Source: an optimization exercise on an open RTL-to-GDS flow (aim: small area). Production flows keep margins and buffers that such runs may drop. Only simulation tests tie the RTL to the original design; equivalence was not proved.

==> inputs of build 37 <==
==> flow/design.v <==
module Debounce(
	input i_in,
	input i_clk,
	input i_rst,
	output o_debounced,
	output o_neg,
	output o_pos
);
	parameter CNT_N = 7;
	localparam CNT_BIT = $clog2(CNT_N+1);
	logic o_debounced_r, o_debounced_w;
	logic [CNT_BIT-1:0] counter_r, counter_w;
	logic neg_r, neg_w, pos_r, pos_w;
	assign o_debounced = o_debounced_r;
	assign o_pos = pos_r;
	assign o_neg = neg_r;
	always_comb begin
		pos_w = ~o_debounced_r &  o_debounced_w;
		neg_w =  o_debounced_r & ~o_debounced_w;
		if (i_in != o_debounced_r) begin
			counter_w = counter_r - 1;
		end else begin
			counter_w = CNT_N;
		end
		if (counter_r == 0) begin
			o_debounced_w = ~o_debounced_r;
		end else begin
			o_debounced_w = o_debounced_r;
		end
	end
	always_ff @(posedge i_clk) begin
		if (i_rst) begin
			o_debounced_r <= 1'b1;
			counter_r <= CNT_N;
			neg_r <= 1'b0;
			pos_r <= 1'b0;
		end else begin
			o_debounced_r <= o_debounced_w;
			counter_r <= counter_w;
			neg_r <= neg_w;
			pos_r <= pos_w;
		end
	end
endmodule
module SevenHexDecoder(
	input [6:0] i_hex,
	output logic [6:0] o_seven_hun,
	output logic [6:0] o_seven_ten,
	output logic [6:0] o_seven_one
);
	function automatic [6:0] seg(input [3:0] d);
		seg[0] = ~((~d[2] & ~d[0]) | d[1] | (d[2] & d[0]) | d[3]);
		seg[1] = ~(~d[2] | (~d[1] & ~d[0]) | (d[1] & d[0]));
		seg[2] = ~d[2] & d[1] & ~d[0];
		seg[3] = (~d[3] & ~d[2] & ~d[1] & d[0]) | (d[2] & ~d[1] & ~d[0]) | (d[2] & d[1] & d[0]);
		seg[4] = d[0] | (d[2] & ~d[1]);
		seg[5] = ~((~d[1] & ~d[0]) | d[2] | d[3]);
		seg[6] = (~d[3] & ~d[2] & ~d[1]) | (d[2] & d[1] & d[0]);
	endfunction
	function automatic [3:0] add3(input [3:0] d);
		add3[0] = (d[3] & ~d[0]) | (~d[3] & ~d[2] & d[0]) | (d[2] & d[1] & ~d[0]);
		add3[1] = (d[3] & ~d[0]) | (~d[2] & d[1]) | (d[1] & d[0]);
		add3[2] = (d[3] & d[0]) | (d[2] & ~d[1] & ~d[0]);
		add3[3] = (d[2] & d[0]) | (d[2] & d[1]) | d[3];
	endfunction
	wire [3:0] a1 = add3({1'b0, i_hex[6:4]});
	wire [3:0] a2 = add3({a1[2:0], i_hex[3]});
	wire [3:0] a3 = add3({a2[2:0], i_hex[2]});
	wire [3:0] a4 = add3({a3[2:0], i_hex[1]});
	wire [3:0] ones = {a4[2:0], i_hex[0]};
	wire [3:0] b1 = add3({1'b0, a1[3], a2[3], a3[3]});
	wire hun = b1[3];
	wire [3:0] tens = {b1[2:0], a4[3]};
	wire blank_ten = ~hun & (tens == 4'd0);
	assign o_seven_hun = {4'b1111, ~hun, ~hun, 1'b1};
	assign o_seven_ten = seg(tens) | {7{blank_ten}};
	assign o_seven_one = seg(ones);
endmodule
module Top(
	input i_clk,
	input i_rst,
	input i_start,
	input [17:0] i_sw,
	output logic [6:0] o_random_out
);
	parameter SHOW_NUM = 15;
	parameter DELAY0 = 34;
	parameter DELAY1 = 131;
	parameter DELAY2 = 242;
	parameter DELAY3 = 297;
	parameter DELAY4 = 372;
	localparam [31:0] MUL_T = 32'd48271;      
	localparam [31:0] MUL_R = 32'd22695433;   
	function automatic [8:0] delay_of(input [3:0] n);
		if (n < 5)       delay_of = DELAY0;
		else if (n < 9)  delay_of = DELAY1;
		else if (n < 12) delay_of = DELAY2;
		else if (n < 14) delay_of = DELAY3;
		else             delay_of = DELAY4;
	endfunction
	function automatic [31:0] cdelay_rot(input [3:0] n);
		logic [31:0] c;
		if (n < 5)       c = MUL_T * DELAY0;
		else if (n < 9)  c = MUL_T * DELAY1;
		else if (n < 12) c = MUL_T * DELAY2;
		else if (n < 14) c = MUL_T * DELAY3;
		else             c = MUL_T * DELAY4;
		cdelay_rot = {c[30:0], c[31]};
	endfunction
	logic sw;             
	logic idle;           
	logic [3:0] run_num;  
	logic [8:0] left;     
	logic [31:0] rdm;
	logic [31:0] tmul;    
	logic [31:0] prod;    
	wire done = (run_num == SHOW_NUM);
	wire draw = sw && !done && (idle || left == 0);
	wire [31:0] prod_g = prod & {32{!idle}};
	wire [31:0] sum;
	wire [32:0] sum_c;
	assign sum_c[0] = 1'b0;
	genvar i;
	generate
		for (i = 0; i < 32; i++) begin : sum_add
			FullAdd u(.a(tmul[i]), .b(prod_g[i]), .ci(sum_c[i]), .s(sum[i]), .co(sum_c[i+1]));
		end
	endgenerate
	wire [31:0] rdm_new = (&sum) ? 32'd0 : sum;
	wire [4:0] idx = left[4:0];
	wire [31:0] mul_r_rot = {MUL_R[30:0], MUL_R[31]};
	wire [31:0] cdel = cdelay_rot(run_num);
	wire prod_k = mul_r_rot[idx];
	wire prod_c = cdel[idx];
	wire [31:0] pp = rdm & {32{prod_k}};
	wire [31:0] prod_next;
	wire [31:0] prod_cy;
	assign prod_next[0] = prod_c ^ pp[0];
	assign prod_cy[0] = prod_c & pp[0];
	generate
		for (i = 1; i < 31; i++) begin : prod_add
			FullAdd u(.a(prod[i-1]), .b(pp[i]), .ci(prod_cy[i-1]), .s(prod_next[i]), .co(prod_cy[i]));
		end
	endgenerate
	assign prod_next[31] = prod[30] ^ pp[31] ^ prod_cy[30];
	logic [31:0] tmul_next;
	always_comb begin
		logic c;
		c = 1'b0;
		for (int k = 0; k < 32; k++) begin
			tmul_next[k] = tmul[k] ^ MUL_T[k] ^ c;
			c = (tmul[k] & MUL_T[k]) | (tmul[k] & c) | (MUL_T[k] & c);
		end
	end
	always_ff @(posedge i_clk) begin
		if (i_rst) begin
			sw <= 0;
			idle <= 1;
			run_num <= 0;
			rdm <= 0;
			tmul <= 0;
		end
		else begin
			tmul <= tmul_next;
			if (i_start)
				sw <= ~sw;
			if (sw)
				idle <= 0;
			if (!sw)
				run_num <= 0;
			else if (draw)
				run_num <= run_num + 1;
			if (draw)
				rdm <= rdm_new;
		end
	end
	always_ff @(posedge i_clk) begin
		if (!sw)
			left <= DELAY0;
		else if (draw)
			left <= delay_of(run_num + 1);
		else
			left <= left - 1;
		prod <= prod_next;
	end
	wire [6:0] rem_inc;    
	RemInc rem0(.i_rdm(rdm), .i_m(i_sw[6:0]), .o_rem_inc(rem_inc));
	always_comb begin
		if (!sw)
			o_random_out = 0;
		else if (done && i_sw[17])
			o_random_out = i_sw[16:10];
		else
			o_random_out = rem_inc;
	end
endmodule
module RemInc(input [31:0] i_rdm, input [6:0] i_m, output [6:0] o_rem_inc);
	wire [31:0] rdm = i_rdm;
	wire [6:0] m = i_m;
	wire [6:0] nm = ~m;
	genvar j, i;
	logic [6:0] r [0:7];
	assign r[0] = 7'd0;
	generate
		for (j = 0; j < 7; j++) begin : rs
			wire [7:0] t = {r[j], rdm[31-j]};
			wire [8:0] c;
			wire [7:0] d;
			assign c[0] = 1'b1;
			for (i = 0; i < 8; i++) begin : bit_
				wire mb = (i < 7) ? nm[i] : 1'b1;
				assign d[i] = t[i] ^ mb ^ c[i];
				assign c[i+1] = (t[i] & mb) | (t[i] & c[i]) | (mb & c[i]);
			end
			wire [6:0] keep = (7'd1 << (j + 1)) - 7'd1;
			assign r[j+1] = (c[8] ? d[6:0] : t[6:0]) & keep;
		end
	endgenerate
	logic [6:0] q [7:32];
	logic sub [7:32];
	assign q[7] = r[7];
	assign sub[7] = 1'b1;
	generate
		for (j = 7; j < 32; j++) begin : ns
			NrStage st(.i_r(q[j]), .i_sub(sub[j]), .i_b(rdm[31-j]), .i_m(m), .o_r(q[j+1]), .o_sub(sub[j+1]));
		end
	endgenerate
	wire neg = ~sub[32];
	wire [7:0] cc;
	assign cc[0] = 1'b1;
	generate
		for (i = 0; i < 7; i++) begin : fin
			wire a = m[i] & neg;
			assign o_rem_inc[i] = q[32][i] ^ a ^ cc[i];
			assign cc[i+1] = (q[32][i] & a) | (q[32][i] & cc[i]) | (a & cc[i]);
		end
	endgenerate
endmodule
module NrStage(input [6:0] i_r, input i_sub, input i_b, input [6:0] i_m, output [6:0] o_r, output o_sub);
	wire [7:0] t = {i_r, i_b};
	wire [7:0] c;
	assign o_r[0] = i_b ^ i_m[0];
	assign c[1] = i_sub ? (i_b | ~i_m[0]) : (i_b & i_m[0]);
	genvar i;
	generate
		for (i = 1; i < 7; i++) begin : bit_
			FullAdd u(.a(t[i]), .b(i_m[i] ^ i_sub), .ci(c[i]), .s(o_r[i]), .co(c[i+1]));
		end
	endgenerate
	assign o_sub = ~(t[7] ^ i_sub ^ c[7]);
endmodule
module FullAdd(input a, input b, input ci, output s, output co);
	assign s = a ^ b ^ ci;
	assign co = (a & b) | (a & ci) | (b & ci);
endmodule
module Lab1(
	input CLOCK_50,
	input RST,
	input KEY0,
	input [17:0] SW,
	output [6:0] HEX0,
	output [6:0] HEX1,
	output [6:0] HEX2
);
	logic keydown;
	logic [6:0] random_value;
	Debounce deb0(
		.i_in(KEY0),
		.i_clk(CLOCK_50),
		.i_rst(RST),
		.o_neg(keydown)
	);
	Top top0(
		.i_clk(CLOCK_50),
		.i_rst(RST),
		.i_start(keydown),
		.i_sw(SW),
		.o_random_out(random_value)
	);
	SevenHexDecoder seven_dec0(
		.i_hex(random_value),
		.o_seven_hun(HEX2),
		.o_seven_ten(HEX1),
		.o_seven_one(HEX0)
	);
endmodule
==> flow/flow/run.sh <==
#!/bin/bash
# Standard layout with three changes:
# 1. after the standard synthesis (standard.sh, unchanged), three parts of the logic are
#    remapped for area: the logic that does not feed the HEX outputs (the generator's next-state
#    logic), the last few levels of logic before the outputs (the seven-segment decoder), and the
#    restoring first stages of the divider (the logic feeding the first non-restoring stage).
#    yosys turns those cells back into logic and maps it again with an area-oriented ABC script.
#    Every flip-flop, full adder, half adder and tie cell, and the rest of the logic feeding the
#    outputs (the non-restoring divider stages), stay as synthesized;
# 2. port buffers are buf_1 instead of the default buffer cell;
# 3. clock tree from clkbuf_4/clkbuf_8 buffers, without dummy loads.
set -euo pipefail
W=$PWD
R=$W/orfs/results/$FLOW_PLATFORM/Lab1/base
LIB=$FLOW_HOME/platforms/$FLOW_PLATFORM/lib/sky130_fd_sc_hd__tt_025C_1v80.lib
YOSYS=$FLOW_HOME/../tools/install/yosys/bin/yosys

bash standard.sh "$R/1_2_yosys.v" > $W/flow_synth.log 2>&1
cp "$R/1_2_yosys.v" $W/std_1_2_yosys.v

python3 $W/flow/comb_lib.py "$LIB" $W/comb.lib > $W/comb_lib.log 2>&1
cat > $W/remap.ys <<EOF
read_liberty -lib $LIB
read_verilog $W/std_1_2_yosys.v
hierarchy -check -top $FLOW_TOP
select -set outcone o:* %ci*:-sky130_fd_sc_hd__dfxtp_1[D,CLK]
select -set near o:* %ci14
select -set rtop w:top0.rem0.ns[7].st.bit_*.u.a w:top0.rem0.q[7][6] %ci*:-sky130_fd_sc_hd__dfxtp_1[D,CLK]
select -set keep t:sky130_fd_sc_hd__dfxtp_1 t:sky130_fd_sc_hd__fa_1 t:sky130_fd_sc_hd__ha_1 t:sky130_fd_sc_hd__conb_1
select -set gen t:* @outcone %d @near %u @rtop %u @keep %d
submod -name genlogic @gen
read_liberty -overwrite $W/comb.lib
flatten genlogic
opt_clean -purge genlogic
abc -liberty $LIB -dont_use *lpflow* -dont_use *probe* -script $W/flow/remap.abc genlogic
opt_clean -purge genlogic
read_liberty -lib -overwrite $LIB
flatten
opt_clean -purge
write_verilog -noattr $W/remap_raw.v
EOF
$YOSYS -s $W/remap.ys > $W/flow_remap.log 2>&1
$YOSYS -p "read_liberty -lib $LIB; read_verilog $W/remap_raw.v; hierarchy -check -top $FLOW_TOP; \
hilomap -singleton -hicell sky130_fd_sc_hd__conb_1 HI -locell sky130_fd_sc_hd__conb_1 LO; \
insbuf -buf sky130_fd_sc_hd__buf_1 A X; splitnets; opt_clean -purge; check -assert; \
stat -liberty $LIB; write_verilog -noattr -noexpr -nohex -nodec $W/remap.v" > $W/flow_remap2.log 2>&1
cp $W/remap.v "$R/1_2_yosys.v"

bash standard.sh \
  "BUFFER_PORTS_ARGS=-buffer_cell sky130_fd_sc_hd__buf_1" \
  "CTS_ARGS=-sink_clustering_enable -repair_clock_nets -dont_use_dummy_load -buf_list {sky130_fd_sc_hd__clkbuf_4 sky130_fd_sc_hd__clkbuf_8}" \
  finish > $W/flow_layout.log 2>&1
cmp -s $W/remap.v "$R/1_2_yosys.v" || { echo "synthesis result was rebuilt" >&2; exit 1; }
==> flow/flow/comb_lib.py <==
# Writes the platform library's combinational cells (no flip-flops, latches, full or half
# adders, tie, tap, fill or low-power cells) to a liberty file, for remapping the glue logic.
import re, sys
src = open(sys.argv[1]).read()
m = re.search(r'\n\s*cell\s*\(', src)
header = src[:m.start()]
cell_re = re.compile(r'\n\s*cell\s*\(\s*"?(\w+)"?\s*\)\s*\{')
pos = m.start()
out = []
skip = ['__df', '__edf', '__sdf', '__dl', '__fa_', '__ha_', '__conb', '__tap', '__fill', '__decap',
        '__diode', '__probe', '__lpflow', '__macro', '__sdl', '__einv', '__ebuf']
while True:
    m = cell_re.search(src, pos)
    if not m:
        break
    depth = 0
    j = m.end() - 1
    while True:
        c = src[j]
        if c == '{':
            depth += 1
        elif c == '}':
            depth -= 1
            if depth == 0:
                break
        j += 1
    if not any(k in m.group(1) for k in skip):
        out.append(src[m.start():j + 1])
    pos = j + 1
open(sys.argv[2], 'w').write(header + ''.join(out) + '\n}\n')
==> flow/flow/remap.abc <==
strash
&get -n
&st
&deepsyn -J 100 -T 600
&synch2
&nf -R 1000
&put
topo
==> flow/standard.sh <==
#!/bin/bash
# synth_recipe.tcl (not shown) runs the flow's synth.tcl, then flattens the netlist and writes it again
# the make line also repeats each setting of config.mk as NAME=value (left out here)
make -C /OpenROAD-flow-scripts/flow DESIGN_CONFIG=/design/flow/config.mk WORK_HOME=/design/flow/orfs CLKGATE_MAP_FILE= SYNTH_SCRIPT=/design/flow/synth_recipe.tcl "${@:-finish}"
==> flow/config.mk <==
export PLATFORM = sky130hd
export DESIGN_NAME = Lab1
export DESIGN_NICKNAME = Lab1
export VERILOG_FILES = /design/flow/design.v
export SDC_FILE = /design/flow/constraint.sdc
export NUM_CORES = 4
export LEC_CHECK = 0
export CAP_MARGIN = 20
export CORE_MARGIN = 2
export CORE_UTILIZATION = 40
export SLEW_MARGIN = 20
export SYNTH_HIERARCHICAL = 1
export SYNTH_MINIMUM_KEEP_SIZE = 0
==> flow/constraint.sdc <==
create_clock -name core_clock -period 160.0 [get_ports {CLOCK_50}]
set_input_delay 32.0000 -clock core_clock [delete_from_list [all_inputs] [get_ports {CLOCK_50}]]
set_output_delay 32.0000 -clock core_clock [all_outputs]
set_load 0.01 [all_outputs]
==> inputs of build 96, as changes to build 37 <==
--- a/flow/flow/run.sh
+++ b/flow/flow/run.sh
@@ -1,12 +1,12 @@
 #!/bin/bash
 # Standard layout with three changes:
-# 1. after the standard synthesis (standard.sh, unchanged), three parts of the logic are
-#    remapped for area: the logic that does not feed the HEX outputs (the generator's next-state
-#    logic), the last few levels of logic before the outputs (the seven-segment decoder), and the
-#    restoring first stages of the divider (the logic feeding the first non-restoring stage).
-#    yosys turns those cells back into logic and maps it again with an area-oriented ABC script.
-#    Every flip-flop, full adder, half adder and tie cell, and the rest of the logic feeding the
-#    outputs (the non-restoring divider stages), stay as synthesized;
+# 1. after the standard synthesis (standard.sh, unchanged), the logic that does not feed the
+#    HEX outputs (the generator's next-state logic), the last few levels of logic before the
+#    outputs (the seven-segment decoder) and the restoring first stages of the divider (the logic
+#    feeding the first non-restoring stage's inputs), are remapped for area: yosys turns those cells back into
+#    logic and maps it again with an area-oriented ABC script; every flip-flop, full adder, half
+#    adder and tie cell, and the rest of the logic feeding the outputs (the non-restoring divider stages), stay as
+#    synthesized;
 # 2. port buffers are buf_1 instead of the default buffer cell;
 # 3. clock tree from clkbuf_4/clkbuf_8 buffers, without dummy loads.
 set -euo pipefail
==> inputs of build 83, as changes to build 37 <==
--- a/flow/flow/run.sh
+++ b/flow/flow/run.sh
@@ -1,12 +1,11 @@
 #!/bin/bash
 # Standard layout with three changes:
-# 1. after the standard synthesis (standard.sh, unchanged), three parts of the logic are
-#    remapped for area: the logic that does not feed the HEX outputs (the generator's next-state
-#    logic), the last few levels of logic before the outputs (the seven-segment decoder), and the
-#    restoring first stages of the divider (the logic feeding the first non-restoring stage).
-#    yosys turns those cells back into logic and maps it again with an area-oriented ABC script.
-#    Every flip-flop, full adder, half adder and tie cell, and the rest of the logic feeding the
-#    outputs (the non-restoring divider stages), stay as synthesized;
+# 1. after the standard synthesis (standard.sh, unchanged), the logic that does not feed the
+#    HEX outputs (the generator's next-state logic), and the last few levels of logic before the
+#    outputs (the seven-segment decoder), are remapped for area: yosys turns those cells back into
+#    logic and maps it again with an area-oriented ABC script; every flip-flop, full adder, half
+#    adder and tie cell, and the rest of the logic feeding the outputs (the divider), stay as
+#    synthesized;
 # 2. port buffers are buf_1 instead of the default buffer cell;
 # 3. clock tree from clkbuf_4/clkbuf_8 buffers, without dummy loads.
 set -euo pipefail
@@ -24,10 +23,9 @@
 read_verilog $W/std_1_2_yosys.v
 hierarchy -check -top $FLOW_TOP
 select -set outcone o:* %ci*:-sky130_fd_sc_hd__dfxtp_1[D,CLK]
-select -set near o:* %ci14
-select -set rtop w:top0.rem0.ns[7].st.bit_*.u.a w:top0.rem0.q[7][6] %ci*:-sky130_fd_sc_hd__dfxtp_1[D,CLK]
+select -set near o:* %ci26
 select -set keep t:sky130_fd_sc_hd__dfxtp_1 t:sky130_fd_sc_hd__fa_1 t:sky130_fd_sc_hd__ha_1 t:sky130_fd_sc_hd__conb_1
-select -set gen t:* @outcone %d @near %u @rtop %u @keep %d
+select -set gen t:* @outcone %d @near %u @keep %d
 submod -name genlogic @gen
 read_liberty -overwrite $W/comb.lib
 flatten genlogic
==> flow/flow/remap.abc (replaced) <==
strash
&get -n
&st
&synch2
&nf -R 1000
&put
strash
&get -n
&st
&dch -f
&nf -R 1000
&put
topo
==> inputs of build 31, as changes to build 37 <==
--- a/flow/flow/run.sh
+++ b/flow/flow/run.sh
@@ -1,12 +1,12 @@
 #!/bin/bash
 # Standard layout with three changes:
-# 1. after the standard synthesis (standard.sh, unchanged), three parts of the logic are
-#    remapped for area: the logic that does not feed the HEX outputs (the generator's next-state
-#    logic), the last few levels of logic before the outputs (the seven-segment decoder), and the
-#    restoring first stages of the divider (the logic feeding the first non-restoring stage).
-#    yosys turns those cells back into logic and maps it again with an area-oriented ABC script.
-#    Every flip-flop, full adder, half adder and tie cell, and the rest of the logic feeding the
-#    outputs (the non-restoring divider stages), stay as synthesized;
+# 1. after the standard synthesis (standard.sh; its ABC step told that the design's inputs
+#    are driven by buf_8 cells, so it does not buffer them itself), the logic that does not feed the
+#    HEX outputs (the generator's next-state logic), and the last few levels of logic before the
+#    outputs (the seven-segment decoder), are remapped for area: yosys turns those cells back into
+#    logic and maps it again with an area-oriented ABC script; every flip-flop, full adder, half
+#    adder and tie cell, and the rest of the logic feeding the outputs (the divider), stay as
+#    synthesized;
 # 2. port buffers are buf_1 instead of the default buffer cell;
 # 3. clock tree from clkbuf_4/clkbuf_8 buffers, without dummy loads.
 set -euo pipefail
@@ -15,7 +15,7 @@
 LIB=$FLOW_HOME/platforms/$FLOW_PLATFORM/lib/sky130_fd_sc_hd__tt_025C_1v80.lib
 YOSYS=$FLOW_HOME/../tools/install/yosys/bin/yosys
 
-bash standard.sh "$R/1_2_yosys.v" > $W/flow_synth.log 2>&1
+bash standard.sh ABC_DRIVER_CELL=sky130_fd_sc_hd__buf_8 "$R/1_2_yosys.v" > $W/flow_synth.log 2>&1
 cp "$R/1_2_yosys.v" $W/std_1_2_yosys.v
 
 python3 $W/flow/comb_lib.py "$LIB" $W/comb.lib > $W/comb_lib.log 2>&1
@@ -25,9 +25,8 @@
 hierarchy -check -top $FLOW_TOP
 select -set outcone o:* %ci*:-sky130_fd_sc_hd__dfxtp_1[D,CLK]
 select -set near o:* %ci14
-select -set rtop w:top0.rem0.ns[7].st.bit_*.u.a w:top0.rem0.q[7][6] %ci*:-sky130_fd_sc_hd__dfxtp_1[D,CLK]
 select -set keep t:sky130_fd_sc_hd__dfxtp_1 t:sky130_fd_sc_hd__fa_1 t:sky130_fd_sc_hd__ha_1 t:sky130_fd_sc_hd__conb_1
-select -set gen t:* @outcone %d @near %u @rtop %u @keep %d
+select -set gen t:* @outcone %d @near %u @keep %d
 submod -name genlogic @gen
 read_liberty -overwrite $W/comb.lib
 flatten genlogic
==> metrics.csv <==
metric;value;unit
die_w;185;µm
core;32400;µm²
cts.clk_slew.worst_paths;0.08;ns
arrival;124.79;ns
gp_congestion;0.826;
buffers_excl_clock;92;
drtIter0Drc;302;
status;timing/DRC/antenna clean;
The numbers above come from build 31.

==> metrics.csv <==
metric;value;unit
top_layer_used;met4;
cts.clk_slew.worst_paths;0.08;ns
gp_congestion;0.809;
arrival;123.98;ns
die_w;185;µm
buffers_excl_clock;47;
core;32500;µm²
status;timing/DRC/antenna clean;
sh_seq_area;0.167;
post-dp-hpwl;19100;µm
via_count;7901;
grt_pass1_wl;43200;µm
The numbers above come from build 37.

==> metrics.csv <==
metric;value;unit
status;timing/DRC/antenna clean;
core;32500;µm²
globalRouteOverflowTotal;0;
drtIter0Drc;310;
gp_congestion;0.809;
buffers_excl_clock;47;
cts.clk_slew.worst_paths;0.08;ns
arrival;123.98;ns
die_w;185;µm
initial_core_util;0.405;
The numbers above come from build 96.

==> metrics.csv <==
metric;value;unit
status;timing/DRC/antenna clean;
crit_type;in -> out;
gp_congestion;0.833;
die_w;189;µm
core;33600;µm²
fin_tns_setup;0;ns
cts.clk_slew.worst_paths;0.06;ns
drive_gt1_frac;0.124;
cts_setup_buffers;0;
arrival;125.07;ns
diodes;0;
The numbers above come from build 83.

[afterwards: timing with drivers on the ports]
The flow's constraints put no driver on any port. The routed layouts listed below were extracted and timed again, unchanged, in two steps.
Step 1 sets driving cells, clkbuf_16 on the clock port and buf_2 on the other inputs (assumed; they add their load-dependent delay and slew).
Step 2, shift: input delay + t, output delay - t, t = (earliest + latest rising clock arrival at the registers) / 2. This alone moves slack from input paths to output paths.
a / b / c = ideal / step 1 / step 2; a / b = the first two.
run | shift t [ns] | slack for setup (ns) | hold WS [ns] | pins driven straight from the clock port
build 37 | 0.454 | 4.015 / 3.988 / 3.988 | 0.389 / 0.389 / 0.389 | 1
build 96 | 0.454 | 4.015 / 3.988 / 3.988 | 0.389 / 0.389 / 0.389 | 1
build 83 | 0.464 | 2.935 / 2.912 / 2.912 | 0.392 / 0.392 / 0.392 | 1
build 31 | 0.438 | 3.209 / 3.189 / 3.189 | 0.393 / 0.393 / 0.393 | 1
After both steps setup and hold are still met in every run listed.
